What follows belongs to an exercise in optimizing a design on an open flow for small area; a production flow would make more cautious choices. In this exercise RTL edits were held to simulation tests only and were not proved equivalent to the original. Power and IR drop assume default switching activity.

`flow/design.v`:
```
module FIFO (
    output [WIDTH-1:0] data_out,         
    output valid,                        
    output [$clog2(DEPTH)-1:0] count,    
    output reg overflow,                 
    output reg underflow,                
    output full,                         
    output near_full,                    
    output near_empty,                   
    output empty,                        
    input [WIDTH-1:0] data_in,           
    input clk,                           
    input wr_en,                         
    input rd_en,                         
    input rst                            
);
parameter WIDTH = 8;
parameter DEPTH = 32;
parameter near_e_depth = 2;
parameter near_f_depth = 2;
localparam AW = $clog2(DEPTH);
reg [WIDTH-1:0] mem [0:DEPTH-1];
reg [AW-1:0]    n;
reg             none_read;
assign count      = n;
assign empty      = (n == 0);
assign full       = (n == DEPTH-1);
assign near_empty = (n <= near_e_depth) && !empty;
assign near_full  = (n >= (DEPTH-1 - near_f_depth)) && !full;
assign valid      = rd_en && !empty;
wire wr_ok = wr_en && !full;
wire rd_ok = rd_en && !empty;
wire cnt_up = wr_ok && !rd_ok;
wire cnt_dn = rd_ok && !wr_ok;
reg [AW-1:0] n_tgl;
integer t;
always @(*)
    for (t = 0; t < AW; t = t + 1)
        n_tgl[t] = (cnt_up && &(n | ({AW{1'b1}} << t))) ||
                   (cnt_dn && ~|(n & ~({AW{1'b1}} << t)));
always @(posedge clk or negedge rst) begin
    if (!rst) begin
        n         <= 'b0;
        overflow  <= 1'b0;
        underflow <= 1'b0;
        none_read <= 1'b1;
    end else begin
        n <= n ^ n_tgl;
        if (rd_ok)
            overflow <= 1'b0;
        else if (wr_en && full)
            overflow <= 1'b1;
        if (rd_en && empty)
            underflow <= 1'b1;
        else if (wr_ok)
            underflow <= 1'b0;
        if (rd_ok)
            none_read <= 1'b0;
    end
end
always @(posedge clk)
    if (wr_ok)
        mem[0] <= data_in;
genvar g;
generate
    for (g = 1; g < DEPTH; g = g + 1) begin : shift
        always @(posedge clk)
            if (wr_ok)
                mem[g] <= mem[g-1];
    end
endgenerate
wire [DEPTH-1:0] sel = {{(DEPTH-1){1'b0}}, !none_read} << n;
genvar b, j;
generate
    for (b = 0; b < WIDTH; b = b + 1) begin : rd
        wire [10:0] grp_n;
        for (j = 0; j < 10; j = j + 1) begin : g3
            FIFO_aoi222 u (
                .a1(mem[3*j][b]),   .a2(sel[3*j]),
                .b1(mem[3*j+1][b]), .b2(sel[3*j+1]),
                .c1(mem[3*j+2][b]), .c2(sel[3*j+2]),
                .y(grp_n[j]));
        end
        FIFO_aoi22 u30 (
            .a1(mem[30][b]), .a2(sel[30]),
            .b1(mem[31][b]), .b2(sel[31]),
            .y(grp_n[10]));
        assign data_out[b] = ~&grp_n;
    end
endgenerate
endmodule
module FIFO_aoi222 (input a1, a2, b1, b2, c1, c2, output y);
    assign y = ~((a1 & a2) | (b1 & b2) | (c1 & c2));
endmodule
module FIFO_aoi22 (input a1, a2, b1, b2, output y);
    assign y = ~((a1 & a2) | (b1 & b2));
endmodule
```
`flow/flow/run.sh`:
```
#!/bin/bash
set -euo pipefail
export BUFFER_PORTS_ARGS="-buffer_cell sky130_fd_sc_hd__buf_1"
export CTS_ARGS="-sink_clustering_enable -repair_clock_nets -dont_use_dummy_load -buf_list {sky130_fd_sc_hd__clkbuf_8} -sink_clustering_size 16 -sink_clustering_max_diameter 60"
bash standard.sh > standard.log 2>&1
```
`flow/standard.sh`:
```
#!/bin/bash
# synth_recipe.tcl (not shown) runs the flow's synth.tcl, then flattens the netlist and writes it again
# the make line also repeats each setting of config.mk as NAME=value (left out here)
make -C /OpenROAD-flow-scripts/flow DESIGN_CONFIG=/design/flow/config.mk WORK_HOME=/design/flow/orfs CLKGATE_MAP_FILE= SYNTH_SCRIPT=/design/flow/synth_recipe.tcl "${@:-finish}"
```
`flow/config.mk`:
```
export PLATFORM = sky130hd
export DESIGN_NAME = FIFO
export DESIGN_NICKNAME = FIFO
export VERILOG_FILES = /design/flow/design.v
export SDC_FILE = /design/flow/constraint.sdc
export NUM_CORES = 4
export LEC_CHECK = 0
export CAP_MARGIN = 20
export CORE_MARGIN = 2
export CORE_UTILIZATION = 65
export PLACE_DENSITY = 0.75
export SLEW_MARGIN = 20
export SYNTH_HIERARCHICAL = 1
export SYNTH_MINIMUM_KEEP_SIZE = 0
```
`flow/constraint.sdc`:
```
create_clock -name core_clock -period 5.0 [get_ports {clk}]
set_input_delay 1.0000 -clock core_clock [delete_from_list [all_inputs] [get_ports {clk}]]
set_output_delay 1.0000 -clock core_clock [all_outputs]
set_load 0.01 [all_outputs]
```
==> results of run 1 <==
-- per-module statistics from Yosys, one instance, submodules excluded --
| module | cells inside | flops+latches | area, um^2 |
|---|---|---|---|
| FIFO_aoi22 | 1 | 0 | 12.5 |
| FIFO | 381 | 264 | 8550 |
| FIFO_aoi222 | 1 | 0 | 10.0 |
-- power groups by stage --
stage	sequential (mW)	combinational [mW]	clock, mW
after floorplan	2.94	0.718	0
after global placement	2.99	0.972	0
after detailed placement	3.02	1.00	0
after CTS	2.97	1.01	0.998
after global routing	3.01	1.10	1.07
final	2.97	1.02	0.977
-- flip-flops by register name, indices dropped and copies added, names as in the netlist --
name / count
mem: 256
n: 5
none_read: 1
overflow: 1
underflow: 1
-- critical path, stage by stage, from the launching register on --
cell,delay (ns)
dfrtp_1,0.67
nand2_1,0.23
or2_2,0.43
nor2_1,0.55
a222oi_1,0.30
nand4_1,0.20
nor2_1,0.07
nand4_1,0.09
buf_1,0.17
-- cell usage after synthesis (3+ instances only) --
| master | n | share of area |
|---|---|---|
| a222oi_1 | 80 | 0.085 |
| nand4_1 | 24 | 0.016 |
| xnor2_1 | 3 | 0.0028 |
| a22oi_2 | 8 | 0.011 |
| nand2_1 | 6 | 0.0024 |
| dfrtp_1 | 7 | 0.019 |
| inv_1 | 3 | 0.0012 |
| buf_2 | 4 | 0.0021 |
| nor2_1 | 45 | 0.018 |
| edfxtp_1 | 256 | 0.81 |
| xor2_1 | 3 | 0.0028 |
| or2_2 | 3 | 0.0020 |
-- metal layers --
metal  global-route usage  wire length [um]  share of wire  up-vias
met4               0.0423               263          0.015        0
met2                0.364              8670           0.48      276
met5                    0                 0              0        -
li1                     -                 -              -     2165
met1                0.355              7500           0.42     2634
met3               0.0357              1490          0.083       26
-- cell families (layout without fill, tap and decap cells) --
kind of cell / count (synthesis) / after routing
xor gates and xnor gates: 6 / 6
buffers and inverters: 11 / 59
and+or+nand+nor: 91 / 91
AOI/OAI and AO/OA: 93 / 93
DFF: 264 / 264
muxes: 2 / 2
adders and majority gates: 2 / 2
-- per-stage QoR --
stage               setup slack [ns]  power, mW  hold WS (ns)   util
finish                         0.786       4.97         0.418  0.703
floorplan                     -0.803       3.66         0.426      -
detailed placement              1.35       4.02         0.433  0.684
CTS                            0.795       4.98         0.410  0.703
global route                   0.627       5.18         0.432  0.703
global placement                1.47       3.96         0.431  0.684
-- worst min-delay path by stage --
stage                       endpoint  slack, ns  cells after the start
after floorplan           mem[10][0]       0.43                      0
after global placement     mem[9][3]       0.43                      0
after detailed placement  mem[19][0]       0.43                      0
after CTS                       n[3]       0.41                      1
after global routing            n[3]       0.43                      1
final                           n[3]       0.42                      1
-- final cells by class --
class / instances / share of cell area
multi-input cells: 194 / 0.151
inverters: 3 / 0.00149
repair buffers: 36 / 0.0165
clock buffers: 20 / 0.0273
well taps: 184 / 0.0228
flip-flops and latches: 264 / 0.781
==> run_results.csv, run 1 <==
group,metric,value,unit
drt,drc,0,
global_route,grt_max_degree,129,
pwr,p_sw,1.50,mW
clock_network,clock_latency,0.52,ns
die,die_w,125,um
worst_hold_path,hold_class,"in -> async",
clock_network,clock-root-buffer,"clkbuf_8",
timing,max_freq,237,MHz
pwr,clkPwrFrac,0.197,
synthesis,synth_compound_area_frac,0.100,
drt,vias,5101,
die,rows,44,
timing,tightestPinTransition,0.859,ns
synthesis,seq_area_frac_synth,0.834,
worst_setup_path,r2r_setup_slack,2.15,ns
global_route,grt_pass1_vias,4911,
die,die-area,15500,um^2
synthesis,post_synth_num_cell_types,32,
clock_network,cts_buffers,20,
pwr,ir_drop,0.284,mV
synthesis,synthSimpleGateAreaFrac,0.0483,
final_layout,fill_cells,873,
synthesis,async_flop_share,0.0303,
timing,finalSetupViolCount,0,
final_layout,nets,533,
pwr,power.leakage,3.24,nW
synthesis,synth_edf_count,256,
global_route,grt_antenna_before_repair,0,
worst_setup_path,cp-endpoint,"data_out[7]",
synthesis,synth.area.mux_share,0.00212,
run_status,status,"no timing/DRC/antenna violations",
drt,ant_nets,0,
synthesis,synth-xor-area-share,0.00556,
synthesis,ys.flop_type,"edfxtp_1",
worst_setup_path,rr_startpoint,"n[0]",
pwr,powerDensity,492,nW/um^2
place,port_buffers,31,
final_layout,layout_common_cells,"256 x edfxtp_1, 80 x a222oi_1, 45 x nor2_1",
worst_setup_path,crit_required,4.00,ns
worst_setup_path,r2r_end,"n[3]",
clock_network,cts_setup_buffers,0,
synthesis,synth_top_family_by_area,"compound AO/OA/AOI/OAI gates",
synthesis,ys_warn_count,9,
drt,vias_per_cell,7.28,
worst_setup_path,crit_path_start,"n[0]",
drt,drt-total-wl,17.9,mm
timing,fin_tns_setup,0,ns
clock_network,cts_resized,0,
clock_network,ctsHoldBuffers,0,
pwr,p_comb_frac,0.204,
pwr,switching_share,0.302,
worst_setup_path,start_kind,"register",
clock_network,cts_sinks,264,
timing,slew_headroom,0.426,
timing,finalCritPeriodShare,0.843,
clock_network,cts_tree,"yes",
die,initial_core_util,0.658,
timing,fin_worst_skew,0.0483,ns
final_layout,multi_input_area,1530,um^2
place,dp_hpwl,12.1,mm
final_layout,drive_gt1_frac,0.0890,
pwr,pwr-share-seq,0.599,
global_route,track_usage,0.230,
final_layout,final_common_cell,"edfxtp_1",
die,chipHeight,125,um
synthesis,synth_fp_nets,483,
worst_setup_path,reg2reg_depth,7,
final_layout,antenna_cells,0,
final_layout,register_area,7890,um^2
global_route,gr-total-overflow,0,
synthesis,syn_inst,469,
global_route,grt_pass1_wl,28.0,mm
worst_setup_path,crit_type,"reg -> out",
synthesis,synth-seq-cells,264,
timing,drv_slew,0,
die,io_pins,32,
synthesis,synth_area,9450,um^2
clock_network,cts_max_level,1,
flow_run,drv_cap,0,
timing,hold_viol,0,
synthesis,synth-adder-area-share,0.00265,
final_layout,area_growth,6.84,%
timing,rsz0062_at_grt,"no",
place,dp.cells,681,
drt,drt-wirelength-per-cell,25.6,um
pwr,internal-power,3.47,mW
clock_network,clk_pin_slew,0.09,ns
clock_network,clk_path_buf_depth,3,
die,coreArea,14400,um^2
place,dpl_cell_area,9830,um^2
place,gp_congestion,0.829,
final_layout,final_cells,701,
worst_setup_path,critical_path_arrival,3.21,ns
final_layout,finish.instance_area,10100,um^2
drt,drt_iter0_drc,1000,
worst_setup_path,path_max_fanout,13,
timing,period_minus_slack,4.21,ns
synthesis,avgSynthCellArea,20.2,um^2
drt,dr.pass1.iters,12,
worst_setup_path,crit_path_end_kind,"output pin",
==> run 2, diff against run 1 <==
==> flow/flow/run.sh (replaced) <==
#!/bin/bash
set -euo pipefail
export BUFFER_PORTS_ARGS="-buffer_cell sky130_fd_sc_hd__buf_1"
export CTS_ARGS="-sink_clustering_enable -repair_clock_nets -dont_use_dummy_load -buf_list {sky130_fd_sc_hd__clkbuf_16} -sink_clustering_size 36 -sink_clustering_max_diameter 80"
bash standard.sh > standard.log 2>&1
==> run_results.csv, run 2 <==
group,metric,value,unit
drt,drt-wirelength-per-cell,25.6,um
drt,ant_nets,0,
drt,drc,0,
clock_network,clk_pin_slew,0.12,ns
global_route,grt_pass1_vias,4833,
clock_network,clock-root-buffer,"clkbuf_16",
die,die_w,125,um
worst_setup_path,path_max_fanout,13,
global_route,grt_antenna_before_repair,0,
place,gp_congestion,0.829,
clock_network,ctsHoldBuffers,0,
global_route,track_usage,0.227,
global_route,grt_pass1_wl,27.6,mm
place,dpl_worst_slack,1.35,ns
synthesis,synth-seq-cells,264,
final_layout,area_growth,7.11,%
timing,max_freq,239,MHz
clock_network,cts_buffers,12,
die,io_pins,32,
die,die-area,15500,um^2
timing,finalSetupViolCount,0,
place,port_buffers,31,
final_layout,final_common_cell,"edfxtp_1",
timing,rsz0062_at_grt,"no",
clock_network,cts_setup_buffers,0,
timing,slew_headroom,0.427,
worst_setup_path,crit_required,4.00,ns
worst_setup_path,crit_type,"reg -> out",
synthesis,syn_inst,469,
synthesis,yosys.area.top_type,"edfxtp_1",
timing,setup_ws,0.819,ns
timing,period_minus_slack,4.18,ns
synthesis,yosysMostFrequentCell,"edfxtp_1",
pwr,power,5.02,mW
synthesis,async_flop_share,0.0303,
worst_setup_path,reg2reg_depth,7,
die,chipHeight,125,um
clock_network,clk_path_buf_depth,3,
worst_setup_path,cp_cell_sequence,"nand2_1 -> or2_2 -> nor2_1 -> a222oi_1 -> nand4_1 -> nor2_1 -> nand4_1 -> buf_1",
pwr,p_sw,1.48,mW
die,coreArea,14400,um^2
final_layout,max_flop_register,"mem",
final_layout,largest_reg_flops,256,
clock_network,cts_tree,"yes",
synthesis,avgSynthCellArea,20.2,um^2
synthesis,synth_top_area_share,0.813,
drt,vias,4994,
worst_setup_path,cpLargestDelayFamily,"simple AND/OR/NAND/NOR gates",
synthesis,yosys-top-cells-count,"256 x edfxtp_1, 80 x a222oi_1, 45 x nor2_1, 24 x nand4_1, 8 x a22oi_2",
global_route,gr-total-overflow,0,
flow_run,drv_cap,0,
pwr,p_comb_frac,0.203,
worst_setup_path,crit_path_end_kind,"output pin",
final_layout,drive_gt1_frac,0.0747,
final_layout,nets,525,
timing,finalCritPeriodShare,0.836,
drt,vias_per_cell,7.21,
worst_hold_path,hold_class,"reg -> reg",
pwr,switching_share,0.295,
pwr,powerDensity,496,nW/um^2
worst_setup_path,critical_path_arrival,3.18,ns
pwr,pwr-share-seq,0.592,
final_layout,reg_top3,"mem x256, n x5",
clock_network,cts_resized,0,
pwr,ir_drop,0.276,mV
worst_setup_path,crit_buf_inv,1,
place,dp_hpwl,12.1,mm
final_layout,layout_common_cells,"256 x edfxtp_1, 80 x a222oi_1, 45 x nor2_1",
synthesis,post_synth_num_cell_types,32,
worst_setup_path,start_kind,"register",
pwr,clkPwrFrac,0.205,
synthesis,synth_area,9450,um^2
drt,drt_iter0_drc,1062,
pwr,internal-power,3.54,mW
timing,drv_slew,0,
final_layout,finish.instance_area,10100,um^2
clock_network,clock_latency,0.49,ns
worst_setup_path,slowest_stage,"dfrtp_1",
synthesis,synth_edf_count,256,
die,initial_core_util,0.658,
drt,dr.pass1.iters,9,
pwr,power.leakage,3.24,nW
die,rows,44,
synthesis,netlist_top_cells_area,"edfxtp_1 81%, a222oi_1 8.5%, dfrtp_1 1.9%",
synthesis,seq_area_frac_synth,0.834,
clock_network,cts_sinks,264,
worst_setup_path,slowest_delay,0.66,ns
synthesis,ys.flop_type,"edfxtp_1",
timing,hold_viol,0,
worst_setup_path,crit_cells,8,
timing,fin_worst_skew,0.0620,ns
run_status,status,"no timing/DRC/antenna violations",
final_layout,antenna_cells,0,
timing,tightestPinTransition,0.856,ns
synthesis,synth_fp_nets,483,
synthesis,ys_warn_count,9,
global_route,grt_max_degree,129,
place,dpl_cell_area,9830,um^2
clock_network,cts_max_level,1,
drt,drt-total-wl,17.7,mm
worst_hold_path,whs_path_depth,0,
==> run 2: worst register-to-register path, delay by kind of cell, from the launching register on <==
kind / cells / cell delay, ns
xor gates and xnor gates: 1 / 0.16
adders and majority gates: 1 / 0.54
DFF: 1 / 0.66
buffers and inverters: 1 / 0.66
and+or+nand+nor: 2 / 0.34
AOI/OAI and AO/OA: 1 / 0.26
muxes: 1 / 0.10
==> run 2: per-layer routing <==
| metal | part of all wire | track usage | up-vias |
|---|---|---|---|
| li1 | - | - | 2153 |
| met1 | 0.42 | 0.353 | 2600 |
| met2 | 0.50 | 0.364 | 227 |
| met3 | 0.072 | 0.0301 | 14 |
| met4 | 0.0085 | 0.0317 | 0 |
| met5 | 0 | 0 | - |
==> run 2: kinds of logic after synthesis <==
kind of cell | after synthesis | synth area share
XOR/XNOR | 6 | 0.00556
AND/OR/NAND/NOR | 91 | 0.0483
adder cells (fa/ha/maj) | 2 | 0.00265
multiplexers | 2 | 0.00212
AO/OA/AOI/OAI | 93 | 0.100
buffers and inverters | 11 | 0.00649
flip-flops | 264 | 0.834
==> run 2: power groups by stage <==
stage	Sequential, mW	Combinational, mW	Clock [mW]
2_1_floorplan	2.94	0.718	0
3_3_place_gp	2.99	0.972	0
3_5_place_dp	3.02	1.00	0
4_1_cts	2.97	1.01	1.05
5_1_grt	3.01	1.10	1.12
6_report	2.97	1.02	1.03
==> run 2: final cells by class <==
class,instances,area [um^2]
multi-input cells,194,1530
clock buffers,12,300
inverters,3,15.0
flip-flops and latches,264,7890
repair buffers,36,166
well taps,184,230
fillers,870,4240
==> run 2: per-module statistics from Yosys, one instance, submodules excluded <==
| module | cell area (um^2) | flip-flops and latches |
|---|---|---|
| FIFO | 8550 | 264 |
| FIFO_aoi222 | 10.0 | 0 |
| FIFO_aoi22 | 12.5 | 0 |
==> run 2: through the flow <==
step           hold WS [ns]   util  instances  TNS [ns]
6_report              0.395  0.705        693         0
5_1_grt               0.394  0.705        693         0
4_1_cts               0.395  0.705        693         0
3_5_place_dp          0.433  0.684        681         0
3_3_place_gp          0.431  0.684        681         0
2_1_floorplan         0.426      -        469    -82.73
==> run 2: final timing paths <==
| kind | endpoint | slack [ns] | start |
|---|---|---|---|
| worst max-delay path | data_out[1] | 0.82 | n[0] |
| worst min-delay path | mem[6][4] | 0.40 | mem[5][4] |
| worst max register to register | n[3] | 2.14 | n[0] |
| worst min register to register | mem[6][4] | 0.40 | mem[5][4] |
| max in group asynchronous | none_read | 4.17 | rst |
| min in group asynchronous | n[0] | 0.49 | rst |
==> run 3, diff against run 2 <==
==> flow/flow/run.sh (replaced) <==
#!/bin/bash
set -euo pipefail
export BUFFER_PORTS_ARGS="-buffer_cell sky130_fd_sc_hd__buf_1"
export CTS_ARGS="-sink_clustering_enable -repair_clock_nets -dont_use_dummy_load -buf_list {sky130_fd_sc_hd__clkbuf_4 sky130_fd_sc_hd__clkbuf_8} -sink_clustering_size 20 -sink_clustering_max_diameter 80"
bash standard.sh > standard.log 2>&1
==> run_results.csv, run 3 <==
group,metric,value,unit
run_status,status,"no timing/DRC/antenna violations",
drt,drt-total-wl,17.9,mm
timing,period_minus_slack,4.25,ns
synthesis,synth_area,9450,um^2
clock_network,clock-root-buffer,"clkbuf_8",
pwr,powerDensity,487,nW/um^2
synthesis,avgSynthCellArea,20.2,um^2
synthesis,netlist_top_cells_area,"edfxtp_1 81%, a222oi_1 8.5%, dfrtp_1 1.9%",
place,dp.cells,681,
worst_setup_path,crit_path_end_kind,"output pin",
worst_setup_path,crit_type,"reg -> out",
worst_setup_path,critical_path_arrival,3.25,ns
worst_setup_path,cp_cell_sequence,"nand2_1 -> or2_2 -> nor2_1 -> a222oi_1 -> nand4_1 -> nor2_1 -> nand4_1 -> buf_1",
worst_hold_path,whs_path_depth,0,
final_layout,nets,530,
global_route,grt_antenna_before_repair,0,
timing,finalSetupViolCount,0,
die,io_pins,32,
pwr,ir_drop,0.264,mV
place,dpl_worst_slack,1.35,ns
synthesis,post_synth_num_cell_types,32,
clock_network,cts_setup_buffers,0,
die,initial_core_util,0.658,
worst_hold_path,hold_class,"reg -> reg",
global_route,grt_pass1_vias,4907,
final_layout,final_common_cell,"edfxtp_1",
timing,setup_ws,0.748,ns
global_route,gr-total-overflow,0,
drt,vias,5059,
final_layout,area_growth,6.41,%
place,dp_hpwl,12.1,mm
worst_hold_path,min_from,"mem[7][7]",
synthesis,async_flop_share,0.0303,
drt,vias_per_cell,7.25,
timing,fin_tns_setup,0,ns
drt,drt_iter0_drc,983,
synthesis,synth_edf_count,256,
die,die_w,125,um
worst_setup_path,r2r_setup_slack,2.12,ns
drt,dr.pass1.iters,9,
worst_setup_path,crit_required,4.00,ns
final_layout,drive_gt1_frac,0.0837,
worst_setup_path,slowest_delay,0.68,ns
clock_network,clk_pin_slew,0.11,ns
final_layout,fill_cells,876,
timing,tightestPinTransition,0.878,ns
worst_setup_path,rr_startpoint,"n[2]",
worst_hold_path,hold_end,"mem[8][7]",
synthesis,ys_warn_count,9,
worst_setup_path,path_max_fanout,13,
synthesis,ys.flop_type,"edfxtp_1",
synthesis,syn_inst,469,
place,port_buffers,31,
synthesis,seq_area_frac_synth,0.834,
clock_network,cts_max_level,1,
synthesis,synth-seq-cells,264,
clock_network,clock_latency,0.52,ns
synthesis,yosys-top-cells-count,"256 x edfxtp_1, 80 x a222oi_1, 45 x nor2_1, 24 x nand4_1, 8 x a22oi_2",
timing,hold_viol,0,
final_layout,max_flop_register,"mem",
timing,drv_slew,0,
final_layout,reg_top3,"mem x256, n x5",
die,die-area,15500,um^2
worst_setup_path,r2r_end,"n[3]",
die,chipHeight,125,um
timing,max_freq,235,MHz
timing,rsz0062_at_grt,"no",
worst_setup_path,slowest_stage,"dfrtp_1",
drt,ant_nets,0,
synthesis,yosysMostFrequentCell,"edfxtp_1",
clock_network,cts_tree,"yes",
pwr,power,4.90,mW
synthesis,synth_fp_nets,483,
global_route,grt_pass1_wl,27.9,mm
timing,finalCritPeriodShare,0.850,
pwr,power.leakage,3.22,nW
final_layout,layout_common_cells,"256 x edfxtp_1, 80 x a222oi_1, 45 x nor2_1",
global_route,track_usage,0.230,
final_layout,largest_reg_flops,256,
drt,drc,0,
worst_setup_path,reg2reg_depth,7,
flow_run,drv_cap,0,
clock_network,cts_buffers,17,
clock_network,cts_sinks,264,
final_layout,antenna_cells,0,
place,gp_congestion,0.829,
synthesis,synth_top_area_share,0.813,
clock_network,cts_resized,0,
global_route,grt_max_degree,129,
timing,fin_worst_skew,0.0660,ns
clock_network,clk_path_buf_depth,3,
drt,drt-wirelength-per-cell,25.7,um
timing,slew_headroom,0.412,
final_layout,final_cells,698,
clock_network,ctsHoldBuffers,0,
die,coreArea,14400,um^2
worst_setup_path,start_kind,"register",
die,rows,44,
synthesis,yosys.area.top_type,"edfxtp_1",
run 3: worst max path at each step:
stage | start | end | slack, ns
finish | n[0] | data_out[7] | 0.75
global placement | n[0] | data_out[1] | 1.47
detailed placement | n[0] | data_out[7] | 1.35
CTS | n[0] | data_out[7] | 0.74
floorplan | wr_en | n[4] | -0.80
global route | n[0] | data_out[7] | 0.58
run 3: logic make-up (layout without fill, tap and decap cells):
kind of cell	after synthesis	count (layout)	synth area share
fa+ha+maj	2	2	0.00265
compound gates	93	93	0.100
buf+inv	11	56	0.00649
simple gates	91	91	0.0483
flops	264	264	0.834
xor+xnor	6	6	0.00556
mux	2	2	0.00212
run 3: stage by stage:
stage           util  cell area, um^2  hold WS [ns]
2_1_floorplan      -             9480         0.426
3_3_place_gp   0.684             9830         0.431
3_5_place_dp   0.684             9830         0.433
4_1_cts        0.700            10100         0.393
5_1_grt        0.700            10100         0.408
6_report       0.700            10100         0.392
run 3: worst max-delay path, delay by kind of cell (launching register included):
kind / cells / cell delay [ns]
DFF: 1 / 0.68
buffers and inverters: 1 / 0.16
and+or+nand+nor: 6 / 1.61
AOI/OAI and AO/OA: 1 / 0.31
run 3: cell type report:
class                      instances  area [um^2]  share of cell area
inverter                           3         15.0             0.00149
tap                              184          230              0.0229
timing repair buffer              36          166              0.0165
multi-input combinational        194         1530               0.152
sequential                       264         7890               0.784
clock buffer                      17          234              0.0233
run 3: power breakdown:
part	total, mW	switching, mW	internal (mW)	leakage, nW
Sequential	2.97	0.206	2.77	2.60
Clock	0.906	0.597	0.309	0.122
Combinational	1.02	0.680	0.338	0.497
run 3: metal layers:
metal,up-vias,GRT usage,share of wire
met3,21,0.0339,0.075
met2,265,0.364,0.49
met4,0,0.0482,0.016
met1,2615,0.353,0.42
met5,-,0,0
li1,2158,-,-
run 3: per-module statistics from Yosys (local to each module, per instance):
module	flops+latches	area [um^2]	times used
FIFO	264	8550	1
FIFO_aoi22	0	12.5	8
FIFO_aoi222	0	10.0	80
==> run 4, diff against run 3 <==
==> flow/flow/run.sh (replaced) <==
#!/bin/bash
# The standard layout, with three changes that only shrink the cells:
#  - ports are buffered with buf_1,
#  - the clock tree uses clkbuf_4/clkbuf_8 in clusters of 20 sinks and no
#    dummy loads,
#  - after placement, gates that synthesis upsized are sized back down where
#    timing allows (downsize.tcl), then slew/cap are repaired as usual.
# make's output goes to standard_*.log here and each tool's full log to
# orfs/logs; downsize.tcl's output goes to downsize.log.
set -euo pipefail
export BUFFER_PORTS_ARGS="-buffer_cell sky130_fd_sc_hd__buf_1"
export CTS_ARGS="-sink_clustering_enable -repair_clock_nets -dont_use_dummy_load -buf_list {sky130_fd_sc_hd__clkbuf_8} -sink_clustering_size 20 -sink_clustering_max_diameter 40"
bash standard.sh place > standard_place.log 2>&1
R=orfs/results/${FLOW_PLATFORM:-sky130hd}/FIFO/base
openroad -no_init -exit flow/downsize.tcl -log downsize_tool.log > downsize.log 2>&1 || true
bash standard.sh > standard_finish.log 2>&1
==> flow/flow/downsize.tcl (new file) <==
set P $::env(FLOW_HOME)/platforms/sky130hd
set R orfs/results/sky130hd/FIFO/base
read_lef $P/lef/sky130_fd_sc_hd.tlef
read_lef $P/lef/sky130_fd_sc_hd_merged.lef
read_liberty $P/lib/sky130_fd_sc_hd__tt_025C_1v80.lib
read_db $R/3_place.odb
read_sdc $R/3_place.sdc
source $P/setRC.tcl
set_dont_use [concat [get_lib_cells sky130_fd_sc_hd__probe*] [get_lib_cells sky130_fd_sc_hd__lpflow_*]]
estimate_parasitics -placement
puts "area before [rsz::design_area]"
report_worst_slack -max
# Size every combinational gate down to its smallest drive of the same
# function; repair_design and repair_timing below size back up what needs it.
set n_swapped 0
foreach inst [get_cells *] {
  set m [get_property $inst ref_name]
  if {![regexp {^(sky130_fd_sc_hd__[a-z0-9]+)_([0-9]+)$} $m -> base sz]} { continue }
  if {[regexp {df|dl|clk|tap|fill|decap|conb|probe|lpflow} $base]} { continue }
  foreach s {0 1} {
    if {$s >= $sz} { break }
    set lc [get_lib_cells -quiet ${base}_$s]
    if {[llength $lc]} {
      replace_cell $inst $lc
      incr n_swapped
      break
    }
  }
}
puts "swapped $n_swapped"
estimate_parasitics -placement
repair_design -slew_margin 20 -cap_margin 20 -verbose
repair_timing -setup -verbose
puts "area after [rsz::design_area]"
report_worst_slack -max
detailed_placement
check_placement
write_db $R/3_place.odb
==> run_results.csv, run 4 <==
group,metric,value,unit
clock_network,clock-root-buffer,"clkbuf_8",
pwr,ir_drop,0.284,mV
drt,dr.pass1.iters,8,
final_layout,multi_input_area,1440,um^2
pwr,powerDensity,496,nW/um^2
timing,fin_worst_skew,0.0795,ns
worst_setup_path,crit_path_end_kind,"output pin",
synthesis,post_synth_num_cell_types,32,
timing,tightestPinTransition,0.744,ns
timing,setup_ws,0.783,ns
clock_network,cts_resized,0,
final_layout,nets,544,
final_layout,antenna_cells,0,
global_route,grt_pass1_vias,4983,
synthesis,yosys-top-cells-count,"256 x edfxtp_1, 80 x a222oi_1, 45 x nor2_1, 24 x nand4_1, 8 x a22oi_2",
place,dpl_worst_slack,1.35,ns
flow_run,drv_cap,0,
drt,ant_nets,0,
clock_network,cts_sinks,264,
synthesis,ys_warn_count,9,
drt,drt-total-wl,17.8,mm
die,die_w,125,um
timing,period_minus_slack,4.22,ns
final_layout,drive_gt1_frac,0.0701,
worst_setup_path,start_kind,"register",
place,port_buffers,31,
timing,drv_slew,0,
synthesis,ys.flop_type,"edfxtp_1",
final_layout,max_flop_register,"mem",
die,io_pins,32,
place,gp_congestion,0.829,
final_layout,area_growth,7.70,%
timing,finalCritPeriodShare,0.843,
clock_network,clk_pin_slew,0.09,ns
die,chipHeight,125,um
synthesis,syn_inst,469,
global_route,grt_antenna_before_repair,0,
die,coreArea,14400,um^2
synthesis,yosysMostFrequentCell,"edfxtp_1",
drt,vias_per_cell,7.21,
drt,vias,5130,
pwr,switching_share,0.294,
timing,max_freq,237,MHz
pwr,pwr-share-seq,0.586,
clock_network,clock_latency,0.56,ns
synthesis,synth_fp_nets,483,
clock_network,cts_max_level,1,
timing,hold_viol,0,
worst_setup_path,critical_path_arrival,3.22,ns
pwr,power.leakage,3.31,nW
clock_network,ctsHoldBuffers,0,
final_layout,largest_reg_flops,256,
run_status,status,"no timing/DRC/antenna violations",
drt,drc,0,
synthesis,async_flop_share,0.0303,
worst_hold_path,hold_class,"in -> async",
place,dp_hpwl,12.1,mm
pwr,p_sw,1.49,mW
die,rows,44,
global_route,grt_pass1_wl,27.8,mm
final_layout,final_common_cell,"edfxtp_1",
timing,hold_ws,0.390,ns
pwr,internal-power,3.57,mW
synthesis,synth_area,9450,um^2
die,initial_core_util,0.658,
clock_network,clk_path_buf_depth,3,
timing,rsz0062_at_grt,"no",
synthesis,synth_top_area_share,0.813,
final_layout,reg_top3,"mem x256, n x5",
synthesis,synth-seq-cells,264,
die,die-area,15500,um^2
final_layout,layout_common_cells,"256 x edfxtp_1, 80 x a222oi_1, 45 x nor2_1",
synthesis,avgSynthCellArea,20.2,um^2
synthesis,synth_edf_count,256,
final_layout,fill_cells,855,
clock_network,cts_buffers,26,
worst_setup_path,path_max_fanout,13,
synthesis,netlist_top_cells_area,"edfxtp_1 81%, a222oi_1 8.5%, dfrtp_1 1.9%",
final_layout,register_area,7890,um^2
worst_setup_path,crit_type,"reg -> out",
pwr,p_comb_frac,0.200,
pwr,clkPwrFrac,0.214,
worst_setup_path,crit_required,4.00,ns
synthesis,yosys.area.top_type,"edfxtp_1",
drt,drt-wirelength-per-cell,25.0,um
timing,finalSetupViolCount,0,
global_route,track_usage,0.229,
global_route,gr-total-overflow,0,
clock_network,cts_setup_buffers,0,
timing,slew_headroom,0.503,
final_layout,fin_util,0.709,
clock_network,cts_tree,"yes",
drt,drt_iter0_drc,978,
synthesis,seq_area_frac_synth,0.834,
global_route,grt_max_degree,58,
-- run 4: cells by family after synthesis --
group,share of synthesized area
simple gates,0.0483
mux,0.00212
buf+inv,0.00649
xor+xnor,0.00556
fa+ha+maj,0.00265
flops,0.834
compound gates,0.100
-- run 4: final timing paths --
path                            start     endpoint  slack [ns]  depth (start not counted)
max                              n[0]  data_out[0]        0.78                          8
min                               rst         n[2]        0.39                          1
max reg2reg                      n[2]   mem[28][0]        1.47                          5
min reg2reg                mem[20][5]   mem[21][5]        0.40                          0
max in group asynchronous         rst    none_read        4.25                          1
min in group core_clock    mem[20][5]   mem[21][5]        0.40                          0
-- run 4: per-module statistics from Yosys (local to each module, per instance) --
module,copies in the design,area [um^2]
FIFO,1,8550
FIFO_aoi22,8,12.5
FIFO_aoi222,80,10.0
-- run 4: final cells by class --
cell class | instances | share of cell area
Tap cell | 184 | 0.0226
Sequential cell | 264 | 0.775
Timing Repair Buffer | 41 | 0.0246
Multi-Input combinational cell | 194 | 0.141
Clock buffer | 26 | 0.0351
Inverter | 3 | 0.00147
-- run 4: power by group through the flow --
stage          registers [mW]  clock network (mW)  logic (mW)
2_1_floorplan            2.94                   0       0.718
3_3_place_gp             2.99                   0       0.972
3_5_place_dp             3.02                   0        1.00
4_1_cts                  2.96                1.11       0.999
5_1_grt                  3.00                1.18        1.09
6_report                 2.96                1.08        1.01
-- run 4: worst max-delay path, stage by stage, from the launching register on --
cell and delay [ns]:
dfrtp_1 0.53, nand2_1 0.19, or2_0 0.46, nor2_1 0.32, a222oi_1 0.48, nand4_1 0.18
nor2_1 0.25, nand4_1 0.13, buf_1 0.16
-- run 4: metal layers --
metal / GRT usage / vias to the layer above / wire [um]
met5: 0 / - / 0
met4: 0.0588 / 0 / 314
met3: 0.0301 / 29 / 1510
met2: 0.365 / 260 / 8710
met1: 0.347 / 2652 / 7230
li1: - / 2189 / -
-- run 4: metrics by stage --
step / setup TNS, ns / area (um^2) / total power, mW / cells
3_3_place_gp: 0 / 9830 / 3.96 / 681
2_1_floorplan: -82.73 / 9480 / 3.66 / 469
3_5_place_dp: 0 / 9830 / 4.02 / 681
4_1_cts: 0 / 10200 / 5.06 / 712
5_1_grt: 0 / 10200 / 5.27 / 712
6_report: 0 / 10200 / 5.05 / 712
==> run 5, diff against run 4 <==
--- a/flow/flow/run.sh
+++ b/flow/flow/run.sh
@@ -9,7 +9,7 @@
 # orfs/logs; downsize.tcl's output goes to downsize.log.
 set -euo pipefail
 export BUFFER_PORTS_ARGS="-buffer_cell sky130_fd_sc_hd__buf_1"
-export CTS_ARGS="-sink_clustering_enable -repair_clock_nets -dont_use_dummy_load -buf_list {sky130_fd_sc_hd__clkbuf_8} -sink_clustering_size 20 -sink_clustering_max_diameter 40"
+export CTS_ARGS="-sink_clustering_enable -repair_clock_nets -dont_use_dummy_load -buf_list {sky130_fd_sc_hd__clkbuf_8} -sink_clustering_size 16 -sink_clustering_max_diameter 60"
 bash standard.sh place > standard_place.log 2>&1
 R=orfs/results/${FLOW_PLATFORM:-sky130hd}/FIFO/base
 openroad -no_init -exit flow/downsize.tcl -log downsize_tool.log > downsize.log 2>&1 || true
==> run_results.csv, run 5 <==
group,metric,value,unit
drt,vias,5066,
synthesis,syn_inst,469,
worst_setup_path,r2r_setup_slack,1.41,ns
synthesis,seq_area_frac_synth,0.834,
timing,drv_slew,0,
final_layout,final_common_cell,"edfxtp_1",
die,die-area,15500,um^2
drt,dr.pass1.iters,7,
synthesis,avgSynthCellArea,20.2,um^2
pwr,ir_drop,0.325,mV
synthesis,ys_warn_count,9,
flow_run,drv_cap,0,
synthesis,yosys-top-cells-count,"256 x edfxtp_1, 80 x a222oi_1, 45 x nor2_1, 24 x nand4_1, 8 x a22oi_2",
synthesis,netlist_top_cells_area,"edfxtp_1 81%, a222oi_1 8.5%, dfrtp_1 1.9%",
synthesis,yosys.area.top_type,"edfxtp_1",
run_status,status,"no timing/DRC/antenna violations",
synthesis,synth-seq-cells,264,
global_route,grt_pass1_wl,27.7,mm
pwr,power.leakage,3.26,nW
timing,tightestPinTransition,0.755,ns
place,dp_hpwl,12.1,mm
timing,max_freq,237,MHz
worst_setup_path,reg2reg_depth,5,
pwr,pwr-share-seq,0.600,
synthesis,ys.flop_type,"edfxtp_1",
pwr,p_sw,1.47,mW
worst_setup_path,crit_type,"reg -> out",
place,port_buffers,31,
timing,setup_ws,0.787,ns
clock_network,cts_buffers,20,
clock_network,clock_latency,0.51,ns
synthesis,post_synth_num_cell_types,32,
clock_network,cts_tree,"yes",
timing,fin_tns_setup,0,ns
timing,finalSetupViolCount,0,
drt,drt_iter0_drc,938,
final_layout,drive_gt1_frac,0.0594,
clock_network,cts_setup_buffers,0,
final_layout,antenna_cells,0,
final_layout,nets,538,
final_layout,max_flop_register,"mem",
drt,drt-total-wl,17.8,mm
worst_hold_path,hold_class,"in -> async",
drt,ant_nets,0,
die,chipHeight,125,um
die,die_w,125,um
timing,rsz0062_at_grt,"no",
drt,drc,0,
worst_setup_path,crit_path_end_kind,"output pin",
timing,fin_worst_skew,0.0374,ns
die,io_pins,32,
timing,finalCritPeriodShare,0.843,
final_layout,area_growth,6.83,%
global_route,grt_pass1_vias,4880,
global_route,track_usage,0.229,
clock_network,clock-root-buffer,"clkbuf_8",
worst_setup_path,r2r_end,"mem[28][6]",
worst_setup_path,critical_path_arrival,3.21,ns
clock_network,clk_path_buf_depth,3,
clock_network,cts_max_level,1,
timing,period_minus_slack,4.21,ns
drt,vias_per_cell,7.18,
synthesis,synth_top_area_share,0.813,
final_layout,fill_cells,864,
worst_setup_path,rr_startpoint,"n[2]",
clock_network,clk_pin_slew,0.10,ns
global_route,grt_max_degree,58,
global_route,gr-total-overflow,0,
die,coreArea,14400,um^2
pwr,powerDensity,488,nW/um^2
pwr,clkPwrFrac,0.196,
pwr,p_comb_frac,0.204,
worst_setup_path,path_max_fanout,13,
pwr,switching_share,0.298,
die,initial_core_util,0.658,
synthesis,synth_edf_count,256,
drt,drt-wirelength-per-cell,25.3,um
synthesis,synth_area,9450,um^2
die,rows,44,
clock_network,ctsHoldBuffers,0,
clock_network,cts_sinks,264,
worst_setup_path,crit_required,4.00,ns
clock_network,cts_resized,0,
worst_setup_path,start_kind,"register",
final_layout,largest_reg_flops,256,
global_route,grt_antenna_before_repair,0,
place,gp_congestion,0.829,
timing,slew_headroom,0.496,
final_layout,reg_top3,"mem x256, n x5",
final_layout,layout_common_cells,"256 x edfxtp_1, 80 x a222oi_1, 45 x nor2_1",
synthesis,synth_fp_nets,483,
synthesis,yosysMostFrequentCell,"edfxtp_1",
place,dpl_worst_slack,1.35,ns
timing,hold_viol,0,
pwr,internal-power,3.46,mW
synthesis,async_flop_share,0.0303,
run 5: cell count changes in the layout (fill, tap and decap cells not counted), sizes merged:
cell,previous run,this run
clkbuf,30,24
run 5: power groups by stage:
stage               Sequential (mW)  Combinational [mW]  Clock, mW
CTS                            2.96               0.999      0.972
global route                   3.00                1.09       1.05
finish                         2.96                1.01      0.964
global placement               2.99               0.972          0
detailed placement             3.02                1.00          0
floorplan                      2.94               0.718          0
run 5: cell families after synthesis:
group | after synthesis | synth area share
compound gates | 93 | 0.100
xor+xnor | 6 | 0.00556
mux | 2 | 0.00212
buf+inv | 11 | 0.00649
flops | 264 | 0.834
simple gates | 91 | 0.0483
fa+ha+maj | 2 | 0.00265
run 5: critical path, stage by stage, from the launching register on:
cell	delay [ns]
dfrtp_1	0.54
nand2_1	0.19
or2_0	0.45
nor2_1	0.32
a222oi_1	0.55
nand4_1	0.22
nor2_1	0.16
nand4_1	0.11
buf_1	0.16
run 5: worst max path at each step:
stage                      from           to  slack [ns]  cells past startpoint
final                      n[0]  data_out[7]        0.79                      8
after floorplan           wr_en         n[4]       -0.80                      6
after global placement     n[0]  data_out[1]        1.47                      8
after detailed placement   n[0]  data_out[7]        1.35                      8
after global routing       n[0]  data_out[3]        0.60                      8
after CTS                  n[0]  data_out[0]        0.83                      8
run 5: metrics by stage:
stage	hold WS, ns	total power [mW]	std cells	area, um^2	util
2_1_floorplan	0.426	3.66	469	9480	-
3_3_place_gp	0.431	3.96	681	9830	0.684
3_5_place_dp	0.433	4.02	681	9830	0.684
4_1_cts	0.406	4.93	706	10100	0.703
5_1_grt	0.413	5.14	706	10100	0.703
6_report	0.401	4.93	706	10100	0.703
run 5: per-layer routing:
layer / share of wire / track usage / routed length (um) / up-vias
met1: 0.41 / 0.351 / 7370 / 2583
met5: 0 / 0 / 0 / -
met3: 0.085 / 0.0335 / 1520 / 33
li1: - / - / - / 2178
met4: 0.016 / 0.0469 / 291 / 0
met2: 0.49 / 0.364 / 8650 / 272
run 5: cell type report:
| cell class | instances | area, um^2 | area share |
|---|---|---|---|
| Timing Repair Buffer | 41 | 250 | 0.0248 |
| Inverter | 3 | 15.0 | 0.00149 |
| Multi-Input combinational cell | 194 | 1440 | 0.143 |
| Sequential cell | 264 | 7890 | 0.781 |
| Tap cell | 184 | 230 | 0.0228 |
| Clock buffer | 20 | 275 | 0.0273 |
run 5: per-module statistics from Yosys, one instance, submodules excluded:
module / cells inside / area [um^2] / flops+latches
FIFO_aoi222: 1 / 10.0 / 0
FIFO_aoi22: 1 / 12.5 / 0
FIFO: 381 / 8550 / 264
==> run 6, diff against run 5 <==
--- a/flow/flow/run.sh
+++ b/flow/flow/run.sh
@@ -9,8 +9,8 @@
 # orfs/logs; downsize.tcl's output goes to downsize.log.
 set -euo pipefail
 export BUFFER_PORTS_ARGS="-buffer_cell sky130_fd_sc_hd__buf_1"
-export CTS_ARGS="-sink_clustering_enable -repair_clock_nets -dont_use_dummy_load -buf_list {sky130_fd_sc_hd__clkbuf_8} -sink_clustering_size 16 -sink_clustering_max_diameter 60"
+export CTS_ARGS="-sink_clustering_enable -repair_clock_nets -dont_use_dummy_load -buf_list {sky130_fd_sc_hd__clkbuf_8} -sink_clustering_size 20 -sink_clustering_max_diameter 60"
 bash standard.sh place > standard_place.log 2>&1
-R=orfs/results/${FLOW_PLATFORM:-sky130hd}/FIFO/base
+
 openroad -no_init -exit flow/downsize.tcl -log downsize_tool.log > downsize.log 2>&1 || true
 bash standard.sh > standard_finish.log 2>&1
==> flow/flow/downsize.tcl (replaced) <==
# Runs between the standard placement and clock-tree synthesis.
# Synthesis and the floorplan's timing repair (which works from wire-load
# models) leave some gates and buffers larger than the placed design needs.
# Size each combinational gate and buffer down to the smallest drive of the
# same function that keeps setup slack and slews comfortable, then let
# repair_design / repair_timing fix anything that is left.
set P $::env(FLOW_HOME)/platforms/sky130hd
set R orfs/results/sky130hd/FIFO/base
read_lef $P/lef/sky130_fd_sc_hd.tlef
read_lef $P/lef/sky130_fd_sc_hd_merged.lef
read_liberty $P/lib/sky130_fd_sc_hd__tt_025C_1v80.lib
read_db $R/3_place.odb
read_sdc $R/3_place.sdc
source $P/setRC.tcl
set_dont_use [concat [get_lib_cells sky130_fd_sc_hd__probe*] [get_lib_cells sky130_fd_sc_hd__lpflow_*]]
estimate_parasitics -placement
puts "area before [expr {[rsz::design_area] * 1e12}]"
report_worst_slack -max

set slew_cap 0.75e-9
set slack_floor 0.4e-9

proc ok_now {inst} {
  global slew_cap slack_floor
  estimate_parasitics -placement
  if {[sta::max_slew_violation_count] > 0} { return 0 }
  if {[sta::max_capacitance_violation_count] > 0} { return 0 }
  if {[sta::worst_slack_cmd max] < $slack_floor} { return 0 }
  foreach p [get_pins -of_objects $inst -filter "direction==output"] {
    if {[get_property $p slew_max] > $slew_cap * 1e9} { return 0 }
  }
  return 1
}
puts "slack [sta::worst_slack_cmd max] slew viol [sta::max_slew_violation_count]"

proc lib_area {lc} { return [get_property $lc area] }

set cands {}
foreach inst [get_cells *] {
  set m [get_property $inst ref_name]
  if {![regexp {^(sky130_fd_sc_hd__[a-z0-9]+)_([0-9]+)$} $m -> base sz]} { continue }
  if {[regexp {df|dl|clk|tap|fill|decap|conb|probe|lpflow} $base]} { continue }
  lappend cands [list [lib_area [get_lib_cells $m]] $inst $base $m]
}
set saved 0.0
foreach c [lsort -real -decreasing -index 0 $cands] {
  lassign $c a inst base m
  set smaller {}
  foreach lc [get_lib_cells ${base}_*] {
    if {![regexp "^${base}_\[0-9\]+\$" [get_name $lc]]} { continue }
    set la [lib_area $lc]
    if {$la < $a} { lappend smaller [list $la $lc] }
  }
  foreach s [lsort -real -increasing -index 0 $smaller] {
    lassign $s la lc
    replace_cell $inst $lc
    if {[ok_now $inst]} {
      set saved [expr {$saved + $a - $la}]
      puts "downsized [get_full_name $inst] $m -> [get_name $lc]"
      break
    }
    replace_cell $inst [get_lib_cells $m]
  }
}
estimate_parasitics -placement
puts "saved $saved"
repair_design -slew_margin 20 -cap_margin 20 -verbose
repair_timing -setup -verbose
puts "area after [expr {[rsz::design_area] * 1e12}]"
report_worst_slack -max
detailed_placement
check_placement
write_db $R/3_place.odb
--- a/flow/config.mk
+++ b/flow/config.mk
@@ -7,8 +7,8 @@
 export LEC_CHECK = 0
 export CAP_MARGIN = 20
 export CORE_MARGIN = 2
-export CORE_UTILIZATION = 65
-export PLACE_DENSITY = 0.75
+export CORE_UTILIZATION = 80
+export PLACE_DENSITY = 0.9
 export SLEW_MARGIN = 20
 export SYNTH_HIERARCHICAL = 1
 export SYNTH_MINIMUM_KEEP_SIZE = 0
==> run_results.csv, run 6 <==
group,metric,value,unit
run_status,status,"no timing/DRC/antenna violations",
timing,slew_headroom,0.417,
die,coreArea,11500,um^2
place,gp_congestion,0.906,
final_layout,largest_reg_flops,256,
die,io_pins,32,
die,initial_core_util,0.824,
die,die_w,113,um
final_layout,register_area,7890,um^2
clock_network,cts_tree,"yes",
clock_network,cts_resized,0,
pwr,power.leakage,3.19,nW
synthesis,yosysMostFrequentCell,"edfxtp_1",
synthesis,synth_fp_nets,483,
synthesis,async_flop_share,0.0303,
global_route,grt_pass1_wl,28.7,mm
die,die-area,12700,um^2
final_layout,area_growth,4.79,%
synthesis,yosys-top-cells-count,"256 x edfxtp_1, 80 x a222oi_1, 45 x nor2_1, 24 x nand4_1, 8 x a22oi_2",
synthesis,syn_inst,469,
drt,vias,5244,
flow_run,drv_cap,0,
final_layout,multi_input_area,1440,um^2
synthesis,synth_area,9450,um^2
place,dpl_worst_slack,1.33,ns
final_layout,antenna_cells,0,
worst_setup_path,r2r_end,"mem[18][7]",
worst_setup_path,r2r_setup_slack,1.43,ns
drt,highest_layer,"met4",
clock_network,cts_max_level,1,
timing,fin_worst_skew,0.0341,ns
timing,setup_ws,0.907,ns
synthesis,ys_warn_count,9,
worst_setup_path,crit_type,"reg -> out",
final_layout,final_common_cell,"edfxtp_1",
synthesis,ys.flop_type,"edfxtp_1",
synthesis,post_synth_num_cell_types,32,
final_layout,drive_gt1_frac,0.0526,
place,dp_hpwl,12.9,mm
die,rows,39,
synthesis,avgSynthCellArea,20.2,um^2
worst_setup_path,start_kind,"register",
synthesis,synth_top_area_share,0.813,
pwr,powerDensity,491,nW/um^2
synthesis,synth_edf_count,256,
synthesis,netlist_top_cells_area,"edfxtp_1 81%, a222oi_1 8.5%, dfrtp_1 1.9%",
drt,dr.pass1.iters,8,
worst_setup_path,crit_path_end_kind,"output pin",
timing,hold_viol,0,
clock_network,cts_buffers,17,
drt,met3_length,2.18,mm
drt,routed-wl-met2,9.37,mm
synthesis,seq_area_frac_synth,0.834,
die,chipHeight,113,um
clock_network,cts_setup_buffers,0,
timing,tightestPinTransition,0.875,ns
global_route,grt_antenna_before_repair,0,
global_route,grt_pass1_vias,4951,
final_layout,fill_cells,467,
drt,drt_iter0_drc,1310,
clock_network,ctsHoldBuffers,0,
place,port_buffers,31,
drt,drt-total-wl,18.7,mm
synthesis,synth-seq-cells,264,
final_layout,max_flop_register,"mem",
worst_hold_path,hold_class,"in -> async",
final_layout,fin_util,0.864,
global_route,track_usage,0.300,
final_layout,nets,529,
timing,drv_slew,0,
worst_setup_path,rr_startpoint,"n[2]",
worst_setup_path,crit_required,4.00,ns
pwr,ir_drop,0.417,mV
timing,finalSetupViolCount,0,
drt,drt-wirelength-per-cell,28.5,um
worst_setup_path,path_max_fanout,13,
timing,finalCritPeriodShare,0.819,
worst_setup_path,reg2reg_depth,4,
clock_network,clk_pin_slew,0.11,ns
clock_network,clk_path_buf_depth,3,
timing,max_freq,244,MHz
clock_network,clock_latency,0.51,ns
synthesis,yosys.area.top_type,"edfxtp_1",
timing,rsz0062_at_grt,"no",
drt,vias_per_cell,7.99,
final_layout,layout_common_cells,"256 x edfxtp_1, 80 x a222oi_1, 45 x nor2_1",
drt,met1_length,6.70,mm
global_route,gr-total-overflow,0,
drt,drc,0,
global_route,grt_max_degree,166,
worst_setup_path,critical_path_arrival,3.09,ns
clock_network,clock-root-buffer,"clkbuf_8",
clock_network,cts_sinks,264,
final_layout,reg_top3,"mem x256, n x5",
drt,ant_nets,0,
timing,period_minus_slack,4.09,ns
==> run 6: cell types whose count changed in the layout (fill, tap and decap cells not counted), moves of 2 or more <==
cell      before  now
buf_12         4    1
clkbuf_2       3    0
clkbuf_8      20   17
or2_0          3    0
or2_2          0    3
buf_2          0    2
or3b_1         3    1
or3b_2         0    2
==> run 6: cells by family (layout without fill, tap and decap cells) <==
kind of cell	after synthesis	after routing	share of synthesized area
compound gates	93	93	0.100
fa+ha+maj	2	2	0.00265
mux	2	2	0.00212
simple gates	91	91	0.0483
flops	264	264	0.834
buf+inv	11	55	0.00649
xor+xnor	6	6	0.00556
==> run 6: worst max-delay path by stage <==
| stage | startpoint | end | cells past startpoint |
|---|---|---|---|
| floorplan | wr_en | n[4] | 6 |
| global placement | n[0] | data_out[6] | 8 |
| detailed placement | n[0] | data_out[0] | 8 |
| CTS | n[2] | data_out[1] | 8 |
| global route | n[2] | data_out[1] | 8 |
| finish | n[0] | data_out[0] | 8 |
==> run 6: through the flow <==
stage	std cells	hold WS [ns]	area [um^2]	total power, mW	setup TNS, ns
detailed placement	639	0.432	9770	4.04	0
global route	656	0.425	9910	5.03	0
CTS	656	0.403	9910	4.85	0
global placement	639	0.429	9770	3.93	0
floorplan	469	0.426	9480	3.66	-82.73
finish	656	0.392	9910	4.87	0
==> run 6: per-layer routing <==
metal	track usage	vias to the layer above
met5	0	-
met3	0.0573	46
li1	-	2156
met4	0.0862	0
met2	0.491	443
met1	0.430	2599
==> run 6: layout make-up <==
class | instances | area share
well taps | 143 | 0.0181
flip-flops and latches | 264 | 0.796
multi-input cells | 194 | 0.145
repair buffers | 35 | 0.0152
inverters | 3 | 0.00152
clock buffers | 17 | 0.0236
==> run 6: modules after synthesis (local to each module, per instance) <==
| module | cells inside | area, um^2 |
|---|---|---|
| FIFO | 381 | 8550 |
| FIFO_aoi22 | 1 | 12.5 |
| FIFO_aoi222 | 1 | 10.0 |
==> run 6: power by group <==
group          switching, mW  internal (mW)
Sequential             0.205           2.77
Combinational          0.695          0.325
Clock                  0.562          0.309
==> run 6: worst max-delay path, stage by stage, from the launching register on <==
cell and delay [ns]:
dfrtp_1 0.61, nand2_1 0.17, or2_2 0.39, nor2_1 0.59, a222oi_1 0.30, nand4_1 0.20
nor2_1 0.09, nand4_1 0.10, buf_1 0.16
==> run 7, diff against run 6 <==
--- a/flow/config.mk
+++ b/flow/config.mk
@@ -7,8 +7,8 @@
 export LEC_CHECK = 0
 export CAP_MARGIN = 20
 export CORE_MARGIN = 2
-export CORE_UTILIZATION = 80
-export PLACE_DENSITY = 0.9
+export CORE_UTILIZATION = 85
+export PLACE_DENSITY = 0.92
 export SLEW_MARGIN = 20
 export SYNTH_HIERARCHICAL = 1
 export SYNTH_MINIMUM_KEEP_SIZE = 0
==> run_results.csv, run 7 <==
group,metric,value,unit
synthesis,synthSimpleGateAreaFrac,0.0483,
synthesis,synth_top_area_share,0.813,
run_status,error,"[ERROR DPL-0033] detailed placement checks failed during check placement.",
synthesis,synth-seq-cells,264,
die,initial_core_util,0.872,
run_status,status,"did not finish",
synthesis,synth.area.mux_share,0.00212,
die,die_w,109,um
synthesis,avgSynthCellArea,20.2,um^2
synthesis,synth_area,9450,um^2
synthesis,synth-xor-area-share,0.00556,
synthesis,synth-adder-area-share,0.00265,
place,dp_hpwl,16.5,mm
place,gp_congestion,0.880,
die,chipHeight,109,um
synthesis,yosys.area.top_type,"edfxtp_1",
synthesis,async_flop_share,0.0303,
synthesis,syn_inst,469,
synthesis,synth_top_family_by_area,"compound AO/OA/AOI/OAI gates",
synthesis,yosysMostFrequentCell,"edfxtp_1",
die,io_pins,32,
synthesis,synth_compound_area_frac,0.100,
synthesis,yosys-top-cells-count,"256 x edfxtp_1, 80 x a222oi_1, 45 x nor2_1, 24 x nand4_1, 8 x a22oi_2",
synthesis,post_synth_num_cell_types,32,
run_status,stop_stage,"3_5_place_dp",
die,rows,38,
synthesis,netlist_top_cells_area,"edfxtp_1 81%, a222oi_1 8.5%, dfrtp_1 1.9%",
synthesis,ys_warn_count,9,
synthesis,synth_fp_nets,483,
synthesis,ys.flop_type,"edfxtp_1",
synthesis,synth_edf_count,256,
place,port_buffers,31,
synthesis,seq_area_frac_synth,0.834,
## run 7: cell counts after synthesis
No cell type changed its count.
## run 7: per-module statistics from Yosys, one instance, submodules excluded
module,cell area (um^2),times used
FIFO_aoi22,12.5,8
FIFO_aoi222,10.0,80
FIFO,8550,1
## run 7: logic make-up after synthesis
kind of cell | after synthesis
flops | 264
compound gates | 93
simple gates | 91
buf+inv | 11
xor+xnor | 6
mux | 2
fa+ha+maj | 2
## run 7: worst max path at each step
| stage | endpoint | slack [ns] |
|---|---|---|
| floorplan | n[4] | -0.80 |
| global placement | data_out[7] | 1.50 |
## run 7: power groups by stage
stage             combinational [mW]  sequential [mW]  clock (mW)
global placement               0.955             2.99           0
floorplan                      0.718             2.94           0
==> run 8, diff against run 7 <==
--- a/flow/flow/run.sh
+++ b/flow/flow/run.sh
@@ -9,7 +9,7 @@
 # orfs/logs; downsize.tcl's output goes to downsize.log.
 set -euo pipefail
 export BUFFER_PORTS_ARGS="-buffer_cell sky130_fd_sc_hd__buf_1"
-export CTS_ARGS="-sink_clustering_enable -repair_clock_nets -dont_use_dummy_load -buf_list {sky130_fd_sc_hd__clkbuf_8} -sink_clustering_size 20 -sink_clustering_max_diameter 60"
+export CTS_ARGS="-sink_clustering_enable -repair_clock_nets -dont_use_dummy_load -buf_list {sky130_fd_sc_hd__clkbuf_8} -sink_clustering_size 18 -sink_clustering_max_diameter 50"
 bash standard.sh place > standard_place.log 2>&1
 
 openroad -no_init -exit flow/downsize.tcl -log downsize_tool.log > downsize.log 2>&1 || true
--- a/flow/config.mk
+++ b/flow/config.mk
@@ -7,8 +7,8 @@
 export LEC_CHECK = 0
 export CAP_MARGIN = 20
 export CORE_MARGIN = 2
-export CORE_UTILIZATION = 85
-export PLACE_DENSITY = 0.92
+export CORE_UTILIZATION = 80
+export PLACE_DENSITY = 0.9
 export SLEW_MARGIN = 20
 export SYNTH_HIERARCHICAL = 1
 export SYNTH_MINIMUM_KEEP_SIZE = 0
==> run_results.csv, run 8 <==
group,metric,value,unit
run_status,status,"no timing/DRC/antenna violations",
die,die-area,12700,um^2
drt,drt-total-wl,18.9,mm
clock_network,clk_path_buf_depth,3,
worst_setup_path,cp_cell_sequence,"nor2_1 -> nand2_1 -> nor2_1 -> a222oi_1 -> nand4_1 -> nor2_1 -> nand4_1 -> buf_1",
final_layout,largest_reg_flops,256,
timing,finalSetupViolCount,0,
pwr,p_comb_frac,0.208,
worst_setup_path,slowest_delay,0.62,ns
final_layout,nets,531,
die,io_pins,32,
final_layout,drive_gt1_frac,0.0563,
pwr,power.leakage,3.21,nW
worst_hold_path,min_from,"mem[8][2]",
clock_network,clock-root-buffer,"clkbuf_8",
clock_network,clock_latency,0.50,ns
worst_setup_path,crit_type,"reg -> out",
place,port_buffers,31,
global_route,grt_pass1_wl,28.8,mm
flow_run,drv_cap,0,
synthesis,yosys-top-cells-count,"256 x edfxtp_1, 80 x a222oi_1, 45 x nor2_1, 24 x nand4_1, 8 x a22oi_2",
synthesis,ys_warn_count,9,
timing,drv_slew,0,
final_layout,final_common_cell,"edfxtp_1",
die,initial_core_util,0.824,
global_route,track_usage,0.301,
final_layout,layout_common_cells,"256 x edfxtp_1, 80 x a222oi_1, 45 x nor2_1",
clock_network,cts_setup_buffers,0,
synthesis,avgSynthCellArea,20.2,um^2
global_route,gr-total-overflow,0,
pwr,clkPwrFrac,0.187,
pwr,ir_drop,0.440,mV
global_route,grt_pass1_vias,5058,
synthesis,post_synth_num_cell_types,32,
timing,hold_viol,0,
die,chipHeight,113,um
synthesis,netlist_top_cells_area,"edfxtp_1 81%, a222oi_1 8.5%, dfrtp_1 1.9%",
drt,drt-wirelength-per-cell,28.7,um
final_layout,reg_top3,"mem x256, n x5",
drt,vias_per_cell,8.01,
clock_network,cts_buffers,19,
die,coreArea,11500,um^2
global_route,grt_antenna_before_repair,0,
synthesis,ys.flop_type,"edfxtp_1",
timing,fin_worst_skew,0.0393,ns
synthesis,synth-seq-cells,264,
worst_setup_path,start_kind,"register",
synthesis,yosys.area.top_type,"edfxtp_1",
pwr,switching_share,0.301,
worst_hold_path,hold_class,"reg -> reg",
clock_network,ctsHoldBuffers,0,
worst_setup_path,crit_path_end_kind,"output pin",
final_layout,area_growth,5.08,%
place,dp_hpwl,12.9,mm
global_route,grt_max_degree,166,
die,rows,39,
drt,dr.pass1.iters,9,
timing,rsz0062_at_grt,"no",
worst_setup_path,crit_buf_inv,1,
drt,ant_nets,0,
pwr,p_sw,1.48,mW
pwr,internal-power,3.44,mW
clock_network,cts_resized,0,
pwr,powerDensity,495,nW/um^2
synthesis,synth_area,9450,um^2
final_layout,finish.instance_area,9930,um^2
drt,vias,5273,
worst_setup_path,crit_top_cell,"nor2_1",
synthesis,synth_edf_count,256,
place,dpl_cell_area,9770,um^2
clock_network,cts_sinks,264,
worst_setup_path,path_max_fanout,13,
clock_network,cts_tree,"yes",
pwr,power,4.92,mW
timing,max_freq,244,MHz
worst_setup_path,crit_required,4.00,ns
synthesis,synth_top_area_share,0.813,
synthesis,synth_fp_nets,483,
die,die_w,113,um
worst_setup_path,cpLargestDelayFamily,"simple AND/OR/NAND/NOR gates",
final_layout,max_flop_register,"mem",
timing,finalCritPeriodShare,0.819,
synthesis,async_flop_share,0.0303,
final_layout,antenna_cells,0,
worst_setup_path,crit_path_start,"n[0]",
pwr,pwr-share-seq,0.605,
drt,drt_iter0_drc,1255,
final_layout,fill_cells,455,
synthesis,yosysMostFrequentCell,"edfxtp_1",
synthesis,seq_area_frac_synth,0.834,
drt,drc,0,
timing,slew_headroom,0.448,
place,gp_congestion,0.906,
clock_network,cts_max_level,1,
worst_setup_path,critical_path_arrival,3.10,ns
timing,period_minus_slack,4.10,ns
worst_setup_path,slowest_stage,"dfrtp_1",
worst_setup_path,rr_startpoint,"n[2]",
clock_network,clk_pin_slew,0.10,ns
timing,tightestPinTransition,0.825,ns
synthesis,syn_inst,469,
run 8: cell counts after synthesis:
No cell type changed its count.
run 8: logic make-up (layout without fill, tap and decap cells):
kind of cell | after synthesis | after routing | synth area share
and+or+nand+nor | 91 | 91 | 0.0483
xor gates and xnor gates | 6 | 6 | 0.00556
muxes | 2 | 2 | 0.00212
adders and majority gates | 2 | 2 | 0.00265
buffers and inverters | 11 | 57 | 0.00649
AOI/OAI and AO/OA | 93 | 93 | 0.100
DFF | 264 | 264 | 0.834
run 8: layout make-up:
cell class	instances	area, um^2	share of cell area
well taps	143	179	0.0180
multi-input cells	194	1440	0.145
flip-flops and latches	264	7890	0.794
clock buffers	19	262	0.0263
repair buffers	35	150	0.0151
inverters	3	15.0	0.00151
run 8: final timing paths:
check | end | slack, ns | cells past startpoint
min in group asynchronous | n[3] | 0.42 | 1
hold / removal | mem[9][2] | 0.41 | 0
setup reg to reg | n[4] | 1.44 | 7
hold reg to reg | mem[9][2] | 0.41 | 0
setup / recovery | data_out[5] | 0.90 | 8
max in group asynchronous | none_read | 4.21 | 1
run 8: through the flow:
step | utilization | hold WS, ns | worst slack (ns) | instances | TNS [ns]
floorplan | - | 0.426 | -0.803 | 469 | -82.73
global placement | 0.852 | 0.429 | 1.56 | 639 | 0
detailed placement | 0.852 | 0.432 | 1.33 | 639 | 0
CTS | 0.866 | 0.401 | 0.955 | 658 | 0
global route | 0.866 | 0.404 | 0.754 | 658 | 0
finish | 0.866 | 0.409 | 0.905 | 658 | 0
run 8: power groups by stage:
stage               clock network, mW  logic, mW  registers (mW)
global placement                    0      0.947            2.99
global route                    0.992       1.09            3.01
CTS                             0.920       1.00            2.97
floorplan                           0      0.718            2.94
finish                          0.917       1.02            2.98
detailed placement                  0       1.02            3.03
run 8: per-module statistics from Yosys, one instance, submodules excluded:
| module | copies in the design | cells | flops+latches | area [um^2] |
|---|---|---|---|---|
| FIFO_aoi22 | 8 | 1 | 0 | 12.5 |
| FIFO | 1 | 381 | 264 | 8550 |
| FIFO_aoi222 | 80 | 1 | 0 | 10.0 |
run 8: per-layer routing:
metal,global-route usage,share of wire,vias to the layer above
met1,0.427,0.36,2624
met5,0,0,-
met4,0.0837,0.021,0
li1,-,-,2165
met2,0.495,0.51,443
met3,0.0616,0.12,41

-- separate check: timing with driven ports --
Ports are ideal in the flow. The routed layouts listed here were re-timed in OpenROAD.
Step 1: set_driving_cell puts a clkbuf_16 on clk and a buf_2 on each other input, an assumption about the parent block.
Step 2, shift: input delay + t, output delay - t, t = (earliest + latest rising clock arrival at the registers) / 2. This alone moves slack from input paths to output paths.
Three values: no drivers, after step 1, after step 2; two values: the first two.
| run | t, ns | slack for setup (ns) | worst setup path at the end | latest minus earliest clock arrival (ns) | worst data-port slew with drivers (ns) |
|---|---|---|---|---|---|
| run 1 | 0.530 | 0.786 / 0.749 / 1.278 | register to output | 0.049 / 0.049 | 0.04 |
| run 2 | 0.496 | 0.819 / 0.778 / 1.274 | register to output | 0.062 / 0.062 | 0.04 |
| run 3 | 0.521 | 0.748 / 0.710 / 1.231 | register to output | 0.067 / 0.066 | 0.03 |
| run 4 | 0.558 | 0.783 / 0.748 / 1.306 | register to output | 0.080 / 0.080 | 0.04 |
| run 5 | 0.532 | 0.787 / 0.753 / 1.284 | register to output | 0.050 / 0.051 | 0.03 |
| run 6 | 0.534 | 0.907 / 0.870 / 1.404 | register to output | 0.034 / 0.034 | 0.04 |
| run 8 | 0.524 | 0.905 / 0.867 / 1.390 | register to output | 0.053 / 0.053 | 0.03 |
After both steps setup and hold are still met in every run listed.
